What follows belongs to an exercise in optimizing a design on an open flow for small area, a short achievable clock period and few clock cycles; a production flow would make more cautious choices. RTL that was checked went through simulation tests only; none was proved equivalent to the original. No activity file was given, so power comes from the tool's default toggle rates.

== run 4 ==
==> flow/design.v <==
module ALU(
  input  [32-1:0] in_0,
  input  [32-1:0] in_1,
  input  [2:0]         func,    
  input                sub,     
  input                arith,   
  output reg [32-1:0] out,
  output [32-1:0] sum,
  output               eq,
  output               lt_s,
  output               lt_u
);
  wire [31:0] bb = in_1 ^ {32{sub}};
  wire [31:0] g0 = in_0 & bb;
  wire [31:0] p0 = in_0 ^ bb;
  reg [31:0] G, P, Gn, Pn;
  reg [32:0] cc;
  integer i, l, k;
  always @(*) begin
    G = g0;
    P = p0;
    G[0] = g0[0] | (p0[0] & sub);
    for (l = 0; l < 5; l = l + 1) begin
      Gn = G;
      Pn = P;
      for (i = 0; i < 32; i = i + 1)
        if (i[l]) begin
          k = ((i >> l) << l) - 1;
          Gn[i] = G[i] | (P[i] & G[k]);
          Pn[i] = P[i] & P[k];
        end
      G = Gn;
      P = Pn;
    end
    cc[0] = sub;
    for (i = 0; i < 32; i = i + 1) cc[i+1] = G[i];
  end
  assign sum  = p0 ^ cc[31:0];
  assign eq   = &p0;                        
  assign lt_u = ~cc[32];
  assign lt_s = (in_0[31] ^ in_1[31]) ? in_0[31] : sum[31];
  wire left = func[0];
  wire [4:0] amt = in_1[4:0];
  wire [31:0] r1 = amt[4] ? {in_0[15:0], in_0[31:16]} : in_0;
  wire [31:0] r2 = amt[3] ? {r1[7:0], r1[31:8]} : r1;
  wire [31:0] r3 = amt[2] ? {r2[3:0], r2[31:4]} : r2;
  wire [31:0] r4 = amt[1] ? {r3[1:0], r3[31:2]} : r3;
  wire [31:0] r5 = amt[0] ? {r4[0], r4[31:1]} : r4;
  wire [31:0] rmask = 32'hffffffff >> amt;
  wire [31:0] mask = ~left ? rmask : (amt == 5'd0) ? 32'hffffffff : ~rmask;
  wire [31:0] rout = r5 & mask;
  reg [31:0] other;
  always @(*) begin
    case (func)
      3'd0: other = g0;
      3'd1: other = g0 | p0;
      3'd6, 3'd7: other = rout;
      default: other = p0;
    endcase
    out = arith ? sum : other;
  end
endmodule
module GPregistor(
    input clk,
    input rst,
    input         ra_ld,       
    input  [4:0]  ra_nxt,      
    output [31:0] rd_data,     
    input  [4:0]  wr_addr,
    input         we_alu,      
    input  [31:0] alu_data,
    input         ld,          
    input  [31:0] ld_data
   );
   reg [31:0] s0 [0:15];
   reg [31:0] s1 [0:15];
   reg        clr, clr0;      
   reg        t;
   reg [4:0]  raddr;           
   reg        rslot;           
   reg        pv;              
   reg [31:0] pd;
   wire        we    = we_alu | ld;
   wire        wnow  = we & (wr_addr[0] ^ t);              
   wire        do_w  = pv | wnow;
   wire [4:0]  wa    = wr_addr;     
   wire [31:0] wd    = clr ? 32'b0 : we_alu ? alu_data : (pv ? pd : ld_data);
   integer j;
   always @(posedge clk) begin
     for (j = 0; j < 16; j = j + 1) begin
       s1[j] <= s0[j];
       s0[j] <= (clr || (do_w && wa[4:1] == j)) ? wd : s1[j];
     end
     pd <= we_alu ? alu_data : ld_data;
     if (ra_ld) raddr <= ra_nxt;
   end
   always @(posedge clk or negedge rst) begin
     if (~rst) begin
       clr0 <= 1'b1;
       clr  <= 1'b1;
       t  <= 1'b0;
       pv <= 1'b0;
       rslot <= 1'b0;
     end else begin
       clr0 <= 1'b0;
       clr  <= clr0;
       t  <= ~t;
       pv <= we & ~wnow;
       rslot <= ra_ld ? ~(ra_nxt[0] ^ t) : ~rslot;
     end
   end
   wire [31:0] sel;
   genvar k, b;
   generate
     for (k = 0; k < 16; k = k + 1) begin : g_sel
       assign sel[2*k]   = ~rslot & (raddr[4:1] == k);
       assign sel[2*k+1] =  rslot & (raddr[4:1] == k);
     end
     for (b = 0; b < 32; b = b + 1) begin : g_rd
       wire [31:0] col;
       for (k = 0; k < 16; k = k + 1) begin : g_col
         assign col[2*k]   = s0[k][b];
         assign col[2*k+1] = s1[k][b];
       end
       rf_rdbit u (.d(col), .sel(sel), .o(rf_rd[b]));
     end
   endgenerate
   wire [31:0] rf_rd;
   wire hit = wr_addr == raddr;
   assign rd_data = (ld & hit) ? ld_data :
                    (pv & hit) ? pd : rf_rd;
endmodule
module rf_rdbit(input [31:0] d, input [31:0] sel, output o);
  assign o = |(d & sel);
endmodule
module CPU_top (
  input  wire                     clk,
  input  wire                     reset,            
  input  wire [32-1:0]       if_bus_rd_data,
  input  wire                     if_bus_rdy,
  input  wire                     if_bus_grnt,
  output wire                     if_bus_req,
  output wire [30-1:0]  if_bus_addr,
  output wire                     if_bus_as,
  input  wire [32-1:0]       mem_bus_rd_data,
  input  wire                     mem_bus_rdy,
  input  wire                     mem_bus_grnt,
  output wire                     mem_bus_req,
  output wire [30-1:0]  mem_bus_addr,
  output wire                     mem_bus_as,
  output wire                     mem_bus_rw,
  output wire [32-1:0]       mem_bus_wr_data
);
  localparam PH_IDLE = 2'd0, PH_A = 2'd1, PH_B = 2'd2, PH_C = 2'd3;
  reg  [1:0]  ph;
  reg         if_req_r;    
  reg         fok;         
  reg         issued;      
  reg         nxt_v;       
  reg  [29:0] fpc;         
  reg  [31:0] ir;
  reg  [31:0] opA, opB;
  reg  [29:0] maddr;       
  reg  [4:0]  dst_q;
  reg         rw_q;
  reg         mreq, mpend, mok;
  reg         fok_nb, mok_nb;  
  reg         use_pc;      
  reg         sub;         
  reg         arith;       
  reg         rd_q;        
  wire [5:0]  op     = ir[31:26];
  wire [15:0] imm    = ir[15:0];
  wire [31:0] imm_s  = {{16{imm[15]}}, imm};
  wire [31:0] imm_u  = {16'b0, imm};
  wire is_alu  = (op[5:4] == 2'b00);
  wire is_br   = (op[5:2] == 4'b0100);
  wire is_call = (op == 6'h15);
  wire is_jc   = (op[5:1] == 5'b01010);                  
  wire is_ctl  = is_br | is_jc;
  wire is_st   = (op == 6'h17);
  wire is_mem  = (op[5:1] == 5'b01011);
  wire rtype   = is_alu & (~op[0] | (op[3:0] == 4'hb));
  wire imm_sx  = is_mem | is_alu & (op[3:1] == 3'b011 || op[3:1] == 3'b100);   
  wire [2:0] func = op[3:1];
  wire is_shl  = is_alu & (func == 3'd7);
  wire [31:0] imm_ext = is_br ? {imm_s[29:0], 2'b00} :
                        is_jc ? 32'b0 :
                        imm_sx ? imm_s : imm_u;
  wire [31:0] rf_rd;
  wire        ld_wb  = mem_bus_rdy & ~rw_q;                
  wire        c_act  = (ph == PH_C) & ~nxt_v;               
  wire        we_c   = c_act & (is_alu | is_call) & (~is_ctl | issued);
  wire [31:0] alu_out;
  wire        ra_ld  = if_bus_rdy | (ph == PH_A && a_done);
  wire [4:0]  ra_nxt = if_bus_rdy ? if_bus_rd_data[25:21] : ir[20:16];
  GPregistor gpr (
    .clk     (clk),
    .rst     (reset),
    .ra_ld   (ra_ld),
    .ra_nxt  (ra_nxt),
    .rd_data (rf_rd),
    .wr_addr (dst_q),
    .we_alu  (we_c),
    .alu_data(alu_out),
    .ld      (ld_wb),
    .ld_data (mem_bus_rd_data)
  );
  wire [31:0] rd_a = rf_rd;    
  wire [31:0] alu_in0 = use_pc ? {fpc, 2'b00} : opA;
  wire [31:0] alu_sum;
  wire eq, lt_s, lt_u;
  ALU alu (
    .in_0 (alu_in0),
    .in_1 (opB),
    .func (func),
    .sub  (sub),
    .arith(arith),
    .out  (alu_out),
    .sum  (alu_sum),
    .eq   (eq),
    .lt_s (lt_s),
    .lt_u (lt_u)
  );
  reg cond;
  always @(*) begin
    case (op[1:0])
      2'd0: cond = eq;
      2'd1: cond = ~eq;
      2'd2: cond = lt_s;
      default: cond = lt_u;
    endcase
  end
  wire taken = is_br ? cond : 1'b1;
  wire if_as   = if_bus_grnt & fok;
  wire m_as    = mem_bus_grnt & mok;
  wire a_done  = ~mreq | mem_bus_rdy;
  wire c_done  = (mreq & ~mpend) ? m_as : (~is_ctl | issued | nxt_v);
  wire have    = nxt_v | if_bus_rdy;
  wire fin     = (ph == PH_IDLE) | (ph == PH_C & c_done);
  wire enter_a = fin & have;
  wire redirect = c_act & is_ctl & issued & taken;
  reg [1:0] ph_n;
  always @(*) begin
    ph_n = ph;
    case (ph)
      PH_A: if (a_done) ph_n = PH_B;
      PH_B: ph_n = PH_C;
      default: if (fin) ph_n = have ? PH_A : PH_IDLE;
    endcase
  end
  wire issued_n = enter_a ? 1'b0 : (issued | if_as);
  wire nxt_v_n  = enter_a ? 1'b0 : (nxt_v | if_bus_rdy);
  wire fok_n    = (ph_n != PH_A) & ~issued_n & ~nxt_v_n;
  wire mreq_n   = (ph == PH_A & a_done & is_mem) | (mreq & ~mem_bus_rdy);
  wire mpend_n  = m_as | (mpend & ~mem_bus_rdy);
  always @(posedge clk or negedge reset) begin
    if (~reset) begin
      ph       <= PH_IDLE;
      if_req_r <= 1'b0;
      fok      <= 1'b0;
      issued   <= 1'b0;
      nxt_v    <= 1'b0;
      fpc      <= 30'b0;
      mreq     <= 1'b0;
      mpend    <= 1'b0;
      mok      <= 1'b0;
      fok_nb   <= 1'b1;
      mok_nb   <= 1'b1;
      rd_q     <= 1'b0;
    end else begin
      ph       <= ph_n;
      if_req_r <= 1'b1;
      fok      <= fok_n;
      issued   <= issued_n;
      nxt_v    <= nxt_v_n;
      rd_q     <= redirect;
      if (rd_q)       fpc <= maddr;
      else if (if_as) fpc <= fpc + 30'd1;
      mreq     <= mreq_n;
      mpend    <= mpend_n;
      mok      <= mreq_n & ~mpend_n;
      fok_nb   <= ~fok_n;
      mok_nb   <= ~(mreq_n & ~mpend_n);
    end
  end
  always @(posedge clk) begin
    if (if_bus_rdy) ir <= if_bus_rd_data;
    if (ph == PH_A) begin
      use_pc <= is_br;
      sub <= 1'b0;
    end else if (ph == PH_B) begin
      use_pc <= is_call;                                  
      sub <= is_br | (is_alu & func == 3'd5);
      arith <= is_alu & (func == 3'd3 || func == 3'd4 || func == 3'd5);
    end
    if (ph == PH_A) begin
      opA <= rd_a;
      opB <= {imm_ext[31:5], is_shl ? 5'd0 - imm_ext[4:0] : imm_ext[4:0]};
    end
    if (ph == PH_B) begin
      maddr <= alu_sum[31:2];
      if (rtype | is_br | is_st) opB <= {rf_rd[31:5], is_shl ? 5'd0 - rf_rd[4:0] : rf_rd[4:0]};
      dst_q <= rtype ? ir[15:11] : (is_call ? 5'd31 : ir[20:16]);
      rw_q  <= is_st;
    end
  end
  assign if_bus_req      = if_req_r;
  assign if_bus_addr     = fpc;
  assign if_bus_as       = if_bus_grnt & ~fok_nb;    
  assign mem_bus_req     = mreq;
  assign mem_bus_addr    = maddr;
  assign mem_bus_as      = mem_bus_grnt & ~mok_nb;   
  assign mem_bus_rw      = rw_q;
  assign mem_bus_wr_data = opB;
endmodule
==> flow/config.mk <==
export PLATFORM = sky130hd
export DESIGN_NAME = CPU_top
export DESIGN_NICKNAME = CPU_top
export VERILOG_FILES = /design/flow/design.v
export SDC_FILE = /design/flow/constraint.sdc
export NUM_CORES = 4
export LEC_CHECK = 0
export CAP_MARGIN = 20
export CORE_MARGIN = 2
export CORE_UTILIZATION = 40
export CTS_BUF_LIST = sky130_fd_sc_hd__clkbuf_16
export CTS_CLUSTER_DIAMETER = 100
export CTS_CLUSTER_SIZE = 24
export PLACE_DENSITY = 0.6
export SETUP_SLACK_MARGIN = 5
export SLEW_MARGIN = 20
export SYNTH_HIERARCHICAL = 1
export SYNTH_MINIMUM_KEEP_SIZE = 0
==> flow/constraint.sdc <==
create_clock -name core_clock -period 10.0 [get_ports {clk}]
set_input_delay 2.0000 -clock core_clock [delete_from_list [all_inputs] [get_ports {clk}]]
set_output_delay 2.0000 -clock core_clock [all_outputs]
set_load 0.01 [all_outputs]
standard.sh (not shown) runs the stock make flow with config.mk's settings and CLKGATE_MAP_FILE= SYNTH_SCRIPT=/design/flow/synth_recipe.tcl, a recipe that flattens the netlist after the stock synthesis.
==> flow/flow/run.sh <==
#!/bin/bash
# The standard layout (the standard.sh), with a tighter setup repair target and
# small buffers on the ports.  Each step's full output is in orfs/logs; make's output
# goes to flow.log here.
set -euo pipefail
bash standard.sh SETUP_SLACK_MARGIN=5.7 \
  "BUFFER_PORTS_ARGS=-buffer_cell sky130_fd_sc_hd__buf_1" finish > flow.log 2>&1
Testbench counts of run 4, summed over its fixed seeds: cycles 50,315.
Input changes introduced in run 2 (baseline for comparison: run 4):
--- a/flow/design.v
+++ b/flow/design.v
@@ -109,28 +109,32 @@
        rslot <= ra_ld ? ~(ra_nxt[0] ^ t) : ~rslot;
      end
    end
-   wire [31:0] sel;
+   wire hit = wr_addr == raddr;
+   wire bl  = ld & hit;
+   wire bp  = pv & hit;
+   wire byp = bl | bp;
+   wire [33:0] sel;
    genvar k, b;
    generate
      for (k = 0; k < 16; k = k + 1) begin : g_sel
-       assign sel[2*k]   = ~rslot & (raddr[4:1] == k);
-       assign sel[2*k+1] =  rslot & (raddr[4:1] == k);
+       assign sel[2*k]   = ~byp & ~rslot & (raddr[4:1] == k);
+       assign sel[2*k+1] = ~byp &  rslot & (raddr[4:1] == k);
      end
+     assign sel[32] = bl;
+     assign sel[33] = bp;
      for (b = 0; b < 32; b = b + 1) begin : g_rd
-       wire [31:0] col;
+       wire [33:0] col;
        for (k = 0; k < 16; k = k + 1) begin : g_col
          assign col[2*k]   = s0[k][b];
          assign col[2*k+1] = s1[k][b];
        end
-       rf_rdbit u (.d(col), .sel(sel), .o(rf_rd[b]));
+       assign col[32] = ld_data[b];
+       assign col[33] = pd[b];
+       rf_rdbit u (.d(col), .sel(sel), .o(rd_data[b]));
      end
    endgenerate
-   wire [31:0] rf_rd;
-   wire hit = wr_addr == raddr;
-   assign rd_data = (ld & hit) ? ld_data :
-                    (pv & hit) ? pd : rf_rd;
 endmodule
-module rf_rdbit(input [31:0] d, input [31:0] sel, output o);
+module rf_rdbit(input [33:0] d, input [33:0] sel, output o);
   assign o = |(d & sel);
 endmodule
 module CPU_top (
Results
For run 4, the launching instance or port of the critical path was mem_bus_grnt, unlike run 2, where it was if_bus_grnt. Netlist area before placement in run 2 vs run 4: up 330 sq um. Going from run 4 to run 2, share of the final layout cell area in sequential cells shrinks by 1.5 points. Die footprint on run 2 is behind run 4. Wire length reported by the detailed router, run 4 and run 2: smaller value in run 4. Between run 4 and run 2, pin count of the biggest net entering global routing increased. Part of the power in combinational logic, run 4 and run 2: larger value in run 2. Minimum setup slack in the final design sits lower in run 2 than in run 4. Run 2 ended up with a lower synthesized cell count than run 4 did.
Only the layout flow was run in run 2; the RTL was not checked for function there.

========
## rev 12
CPU_top, a different RTL version from the one above (not shown whole).
Size: ~5000 cells after synthesis, roughly 1300 flip-flops, roughly 51000 um^2 of cells after synthesis.
==> module ALU, before the edit <==
module ALU(
  input  [32-1:0] in_0,
  input  [32-1:0] in_1,
  input  [2:0]         func,    
  input                sub,     
  output reg [32-1:0] out,
  output [32-1:0] sum,
  output               eq,
  output               lt_s,
  output               lt_u
);
  wire [32-1:0] x = in_0 ^ in_1;
  wire [32:0] s33 = {1'b0, in_0} + {1'b0, in_1 ^ {32{sub}}} + {32'b0, sub};
  assign sum  = s33[31:0];
  assign eq   = ~|x;
  assign lt_u = ~s33[32];
  assign lt_s = (in_0[31] ^ in_1[31]) ? in_0[31] : s33[31];
  wire left = func[0];
  wire [4:0] amt = left ? (5'd0 - in_1[4:0]) : in_1[4:0];
  wire [31:0] r1 = amt[4] ? {in_0[15:0], in_0[31:16]} : in_0;
  wire [31:0] r2 = amt[3] ? {r1[7:0], r1[31:8]} : r1;
  wire [31:0] r3 = amt[2] ? {r2[3:0], r2[31:4]} : r2;
  wire [31:0] r4 = amt[1] ? {r3[1:0], r3[31:2]} : r3;
  wire [31:0] r5 = amt[0] ? {r4[0], r4[31:1]} : r4;
  wire [31:0] mask = left ? (32'hffffffff << in_1[4:0]) : (32'hffffffff >> in_1[4:0]);
  wire [31:0] rout = r5 & mask;
  always @(*) begin
    case (func)
      3'd0: out = in_0 & in_1;
      3'd1: out = in_0 | in_1;
      3'd2: out = x;
      3'd3, 3'd4, 3'd5: out = sum;
      default: out = rout;
    endcase
  end
endmodule
==> flow/config.mk <==
export PLATFORM = sky130hd
export DESIGN_NAME = CPU_top
export DESIGN_NICKNAME = CPU_top
export VERILOG_FILES = /design/flow/design.v
export SDC_FILE = /design/flow/constraint.sdc
export NUM_CORES = 4
export LEC_CHECK = 0
export CAP_MARGIN = 20
export CORE_MARGIN = 2
export CORE_UTILIZATION = 40
export CTS_BUF_LIST = sky130_fd_sc_hd__clkbuf_4 sky130_fd_sc_hd__clkbuf_8
export PLACE_DENSITY = 0.6
export SETUP_SLACK_MARGIN = 5
export SLEW_MARGIN = 20
==> flow/constraint.sdc <==
create_clock -name core_clock -period 10.0 [get_ports {clk}]
set_input_delay 2.0000 -clock core_clock [delete_from_list [all_inputs] [get_ports {clk}]]
set_output_delay 2.0000 -clock core_clock [all_outputs]
set_load 0.01 [all_outputs]
==> flow/flow/run.sh <==
#!/bin/bash
# The standard layout (the standard.sh), with a tighter setup repair target and
# small buffers on the ports.  Each step's full output is in orfs/logs; make's output
# goes to flow.log here.
set -euo pipefail
bash standard.sh SETUP_SLACK_MARGIN=5.6 \
  "BUFFER_PORTS_ARGS=-buffer_cell sky130_fd_sc_hd__buf_2" finish > flow.log 2>&1
Having completed the whole flow, rev 12 delivered a layout that passed the timing, DRC and antenna checks.
Edits applied to the flow inputs when going from rev 12 to rev 13:
-- flow/design.v --
<<< rev 12, line 10
  output               lt_u
);
  wire [32-1:0] x = in_0 ^ in_1;
  wire [32:0] s33 = {1'b0, in_0} + {1'b0, in_1 ^ {32{sub}}} + {32'b0, sub};
  assign sum  = s33[31:0];
  assign eq   = ~|x;
  assign lt_u = ~s33[32];
  assign lt_s = (in_0[31] ^ in_1[31]) ? in_0[31] : s33[31];
  wire left = func[0];
  wire [4:0] amt = left ? (5'd0 - in_1[4:0]) : in_1[4:0];
>>> rev 13, line 10
  output               lt_u
);
  wire [31:0] bb = in_1 ^ {32{sub}};
  wire [31:0] g0 = in_0 & bb;
  wire [31:0] p0 = in_0 ^ bb;
  reg [31:0] G, P;
  reg [32:0] cc;
  integer i, l;
  always @(*) begin
    G = g0;
    P = p0;
    G[0] = g0[0] | (p0[0] & sub);
    for (l = 1; l <= 5; l = l + 1)
      for (i = 0; i < 32; i = i + 1)
        if ((i % (1 << l)) == (1 << l) - 1) begin
          G[i] = G[i] | (P[i] & G[i - (1 << (l-1))]);
          P[i] = P[i] & P[i - (1 << (l-1))];
        end
    for (l = 4; l >= 1; l = l - 1)
      for (i = 0; i < 32; i = i + 1)
        if ((i % (1 << l)) == (1 << (l-1)) - 1 && i >= (1 << l)) begin
          G[i] = G[i] | (P[i] & G[i - (1 << (l-1))]);
          P[i] = P[i] & P[i - (1 << (l-1))];
        end
    cc[0] = sub;
    for (i = 0; i < 32; i = i + 1) cc[i+1] = G[i];
  end
  assign sum  = p0 ^ cc[31:0];
  assign eq   = &p0;                        
  assign lt_u = ~cc[32];
  assign lt_s = (in_0[31] ^ in_1[31]) ? in_0[31] : sum[31];
  wire left = func[0];
  wire [4:0] amt = left ? (5'd0 - in_1[4:0]) : in_1[4:0];
<<< rev 12, line 27
  always @(*) begin
    case (func)
      3'd0: out = in_0 & in_1;
      3'd1: out = in_0 | in_1;
      3'd2: out = x;
      3'd3, 3'd4, 3'd5: out = sum;
      default: out = rout;
>>> rev 13, line 50
  always @(*) begin
    case (func)
      3'd0: out = g0;
      3'd1: out = g0 | p0;
      3'd2: out = p0;
      3'd3, 3'd4, 3'd5: out = sum;
      default: out = rout;
- Between rev 12 and rev 13, cell depth of the worst setup path increased.
- The lower post-synthesis to final-layout area growth of rev 12 and rev 13 is in rev 12.
- | clock period minus final worst setup slack | rev 13 vs rev 12 | 0.34 ns higher |
- Combinational power went down by more than 10% going from rev 12 to rev 13.
- The run with more routed wire is rev 12, not rev 13.
- The final reports for rev 13 and rev 12 show first-pass GRT wire length lower in the former.
- Compared with rev 12, rev 13 shows a worst stage delay on the critical path that is 0.10 ns lower.
- The run showing the smaller final hold slack is rev 12.
- Going from rev 12 to rev 13, post-synthesis instance area shrank by a few percent.
- Status: share of the synthesized netlist area taken by xor and xnor gates parity (rev 13, rev 12)
- The portion of the layout cell area used by clock cells was comparable across rev 12 and rev 13.
- Delta (rev 13 minus rev 12): fraction of final layout cells with drive strength greater than 1 has decreased; power per unit of standard cell area fell 5.3%.
- Comparing rev 12 and rev 13, the higher design area is on rev 12.
Testbench counts of rev 13, summed over its fixed seeds: cycles 50,315.
For rev 12, only the layout was checked, not whether the RTL still works.

-- what the ideal ports hide --
Ports are ideal in the flow. The routed layouts listed here were re-timed in OpenROAD. Step 1: set_driving_cell puts a clkbuf_16 on clk and a buf_2 on each other input, an assumption about the parent block. Step 2 moves the port delays by t, midway between the first and last clock arrival at a register: inputs arrive t later, outputs are due t later. That takes back most of the time a late clock gives input paths. Three values: ideal, step 1, step 2; two values: the first two.
run | t (ns) | slack for setup (ns) | worst setup path after step 2 | worst register clock-pin slew, ns
run 4 | 0.805 | 5.653 / 5.627 / 5.203 | input to register | 0.11 / 0.11
run 2 | 0.800 | 5.564 / 5.532 / 4.816 | input to register | 0.11 / 0.11
rev 12 | 0.990 | 5.472 / 5.444 / 5.231 | input to register | 0.07 / 0.07
rev 13 | 1.002 | 5.130 / 5.130 / 4.788 | input to register | 0.08 / 0.08
After both steps every run listed still meets setup and hold. The setup slack of run 2, which loses most, moves by -0.032 ns with the drivers and by -0.748 ns with both steps.
